This design comes from an exercise in tuning for small area on the open sky130 flow, not from production work.
At most, simulation tests tie the RTL to the original design; equivalence was not proved.
No activity file was given, so power comes from the tool's default toggle rates.

P:
// i2c_core
module i2c_core ( 
   prdata, i2c_if,
   sda_o, sda_oe, scl_o, scl_oe, sda_i, scl_i,
   pwrite, pwdata, psel, prst_n, penable, pclk, paddr
   );
export LEC_CHECK = 0
export CAP_MARGIN = 20
export CORE_MARGIN = 2
export CORE_UTILIZATION = 70
export PLACE_DENSITY = 0.8
export SLEW_MARGIN = 20
create_clock -name core_clock -period 10.0 [get_ports {pclk}]
standard.sh (not shown) runs the stock make flow with config.mk's settings and CLKGATE_MAP_FILE= SYNTH_SCRIPT=/design/flow/synth_recipe.tcl, a recipe that flattens the netlist after the stock synthesis.
==> flow/flow/run.sh <==
#!/bin/bash
# Layout flow: the standard synthesis, then an area-oriented re-mapping of the
# combinational logic only (every register instance is kept as synthesis made it),
# then the standard layout steps on the re-mapped netlist.
set -euo pipefail
W=$(pwd)
RES=$W/orfs/results/$FLOW_PLATFORM/i2c_core/base
PDK=$FLOW_HOME/platforms/$FLOW_PLATFORM
export LIB=$PDK/lib/sky130_fd_sc_hd__tt_025C_1v80.lib
YOSYS=$(command -v yosys || echo "$FLOW_HOME/../tools/install/yosys/bin/yosys")
export DONT_USE=$(sed -n '/DONT_USE_CELLS/,/^$/p' $PDK/config.mk | grep -o "sky130_fd_sc_hd__[A-Za-z0-9_]*" | sed 's/^/-dont_use /' | tr '\n' ' ')

# 1. standard synthesis
bash standard.sh synth > $W/synth.log 2>&1
cp $RES/1_2_yosys.v $W/std_synth.v

# 2. re-map the combinational logic for area, then prove it equal to the standard netlist
$YOSYS -c $W/flow/remap.tcl > $W/remap.log 2>&1
$YOSYS -c $W/flow/equiv.tcl > $W/equiv.log 2>&1
cp $W/remap.v $RES/1_2_yosys.v
touch $RES/1_2_yosys.v

# 3. standard layout from the re-mapped netlist
export CTS_ARGS="-sink_clustering_enable -repair_clock_nets -sink_clustering_size 24 -sink_clustering_max_diameter 60 -buf_list sky130_fd_sc_hd__clkbuf_16 -dont_use_dummy_load"
bash standard.sh > $W/layout.log 2>&1
==> flow/flow/equiv.tcl <==
yosys -import
read_liberty -ignore_miss_func $::env(LIB)
read_verilog std_synth.v
yosys rename $::env(FLOW_TOP) gold
read_verilog remap.v
yosys rename $::env(FLOW_TOP) gate
flatten gold gate
yosys rename -hide w:_*
async2sync
opt_clean
equiv_make gold gate eq
hierarchy -top eq
equiv_simple -seq 2
equiv_induct
equiv_status -assert
==> flow/flow/remap.tcl <==
yosys -import
read_liberty -ignore_miss_func $::env(LIB)
blackbox sky130_fd_sc_hd__df* sky130_fd_sc_hd__edf* sky130_fd_sc_hd__sdf* sky130_fd_sc_hd__dl*
read_verilog std_synth.v
hierarchy -top $::env(FLOW_TOP)
flatten
opt -fast
stat -liberty $::env(LIB)
abc -liberty $::env(LIB) {*}$::env(DONT_USE) -script "+strash;dch,-f;amap,-A,10,-F,5;topo;stime,-c"
opt_clean -purge
hilomap -singleton -hicell sky130_fd_sc_hd__conb_1 HI -locell sky130_fd_sc_hd__conb_1 LO
insbuf -buf sky130_fd_sc_hd__buf_4 A X
splitnets
opt_clean -purge
stat -liberty $::env(LIB)
write_verilog -noattr -nohex -nodec remap.v
Edits applied to the flow inputs when going from P to T:
-- flow/flow/run.sh --
<<< P, line 22

# 3. standard layout from the re-mapped netlist
export CTS_ARGS="-sink_clustering_enable -repair_clock_nets -sink_clustering_size 24 -sink_clustering_max_diameter 60 -buf_list sky130_fd_sc_hd__clkbuf_16 -dont_use_dummy_load"
bash standard.sh > $W/layout.log 2>&1
>>> T, line 22

# 3. standard layout from the re-mapped netlist
export CTS_ARGS="-sink_clustering_enable -repair_clock_nets -sink_clustering_size 30 -sink_clustering_max_diameter 80 -buf_list sky130_fd_sc_hd__clkbuf_16 -dont_use_dummy_load"
export BUFFER_PORTS_ARGS="-buffer_cell sky130_fd_sc_hd__buf_1"
bash standard.sh > $W/layout.log 2>&1
### Flow results
Diff P -> T: placed standard-cell area fell by about 0.9%, sequential portion of the cell area rose by 1.1 points, number of vias in the routed layout fell by 191.

--- another note on this design; it stands on its own ---

Setup of epsilon:
==> flow/design.v (excerpt) <==
module i2c_core ( 
   prdata, i2c_if,
   sda_o, sda_oe, scl_o, scl_oe, sda_i, scl_i,
   pwrite, pwdata, psel, prst_n, penable, pclk, paddr
   );
Settings: LEC_CHECK=0, CAP_MARGIN=20, CORE_MARGIN=2, CORE_UTILIZATION=70, CTS_BUF_LIST=sky130_fd_sc_hd__clkbuf_16, CTS_CLUSTER_DIAMETER=60, CTS_CLUSTER_SIZE=24, PLACE_DENSITY=0.8, SLEW_MARGIN=20; clock period 10.0 ns.
run.sh (not shown) runs the stock make flow with config.mk's settings and CLKGATE_MAP_FILE= SYNTH_SCRIPT=/design/flow/synth_recipe.tcl, a recipe that flattens the netlist after the stock synthesis.
epsilon completed end to end with timing, DRC and antenna clean.
Modified inputs, beta compared to epsilon
diff --git a/flow/config.mk b/flow/config.mk
--- a/flow/config.mk
+++ b/flow/config.mk
@@ -9,7 +9,7 @@
 export CORE_MARGIN = 2
 export CORE_UTILIZATION = 70
-export CTS_BUF_LIST = sky130_fd_sc_hd__clkbuf_16
-export CTS_CLUSTER_DIAMETER = 60
-export CTS_CLUSTER_SIZE = 24
+export CTS_BUF_LIST = sky130_fd_sc_hd__clkbuf_8
+export CTS_CLUSTER_DIAMETER = 40
+export CTS_CLUSTER_SIZE = 16
 export PLACE_DENSITY = 0.8
 export SLEW_MARGIN = 20
--- outcome ---
- In beta, the routed length on met2 came out about 1.6% below the value in epsilon.
- beta vs epsilon: final period demand of the worst path up in beta
- Taking epsilon as the reference point, the final worst setup slack of beta falls by 3.1 ps.
- [compare] base=epsilon new=beta: filler-free cell count of the finished design now larger, cell area went up, peak supply drop shrank by 0.014 mV, internal power component has increased.
- Between epsilon and beta, the register-to-register slack is lower for epsilon.
Function was not checked in any run of this note: the RTL went through the layout flow alone.

========
i2c_core, a different RTL version from the one above (not shown whole).
Size: roughly 500 flip-flops.
make LEC_CHECK=0 CAP_MARGIN=20 CORE_MARGIN=2 CORE_UTILIZATION=40 PLACE_DENSITY=0.6 SLEW_MARGIN=20 finish   # period 10.0 ns
The first run completed without violations.
Change:
Settings changed: CTS_BUF_LIST set to sky130_fd_sc_hd__clkbuf_4, CTS_CLUSTER_SIZE set to 30.
Setup slack loses 370 ps.
Core utilization is about the same.
Design area stays flat.
Total power fell by a few percent.
Synthesized area does not change.
Final cell count climbs by a few percent.
Wire length rises slightly.
Change:
Settings changed: CTS_BUF_LIST sky130_fd_sc_hd__clkbuf_4 to sky130_fd_sc_hd__clkbuf_8, CTS_CLUSTER_SIZE 30 to 20.
What happened: Wire length fell by 0.46%. Power rose by 0.48%. Via count fell by 1.5%. Setup slack improved by 290 ps. Global-route usage fell by 0.30 points.
No functional check of the RTL was part of any run of this note.

==> what the ideal ports hide <==
In the flow no input, the clock included, has a driving cell. The finished layouts below were timed again as built, in two steps.
Step 1 sets driving cells, clkbuf_16 on the clock port and buf_2 on the other inputs (assumed; they add their load-dependent delay and slew).
Step 2 moves the port delays by t, midway between the first and last clock arrival at a register: inputs arrive t later, outputs are due t later. That takes back most of the time a late clock gives input paths.
a / b / c = ideal ports / drivers / drivers and shift; a / b = the first two.
run	shift t [ns]	setup WS [ns]	worst setup path after step 2	clock arrival spread, ns	cell pins on the clock port's net
P	0.578	2.685 / 2.664 / 2.549	input to register	0.055 / 0.055	1
T	0.599	3.560 / 3.561 / 2.991	input to register	0.058 / 0.058	1
epsilon	0.615	2.757 / 2.737 / 2.737	input to output	0.045 / 0.045	1
beta	0.725	2.753 / 2.733 / 2.733	input to output	0.062 / 0.062	1
the first run of note 3	0.680	2.169 / 2.113 / 2.793	register to output	0.071 / 0.071	1
the second run of note 3	1.034	1.796 / 1.740 / 2.774	register to output	0.106 / 0.106	1
the third run of note 3	0.738	2.087 / 2.032 / 2.770	register to output	0.063 / 0.062	1
After both steps setup and hold are still met in every run listed. The setup slack of T, which loses most, moves by +0.001 ns with the drivers and by -0.569 ns with both steps.
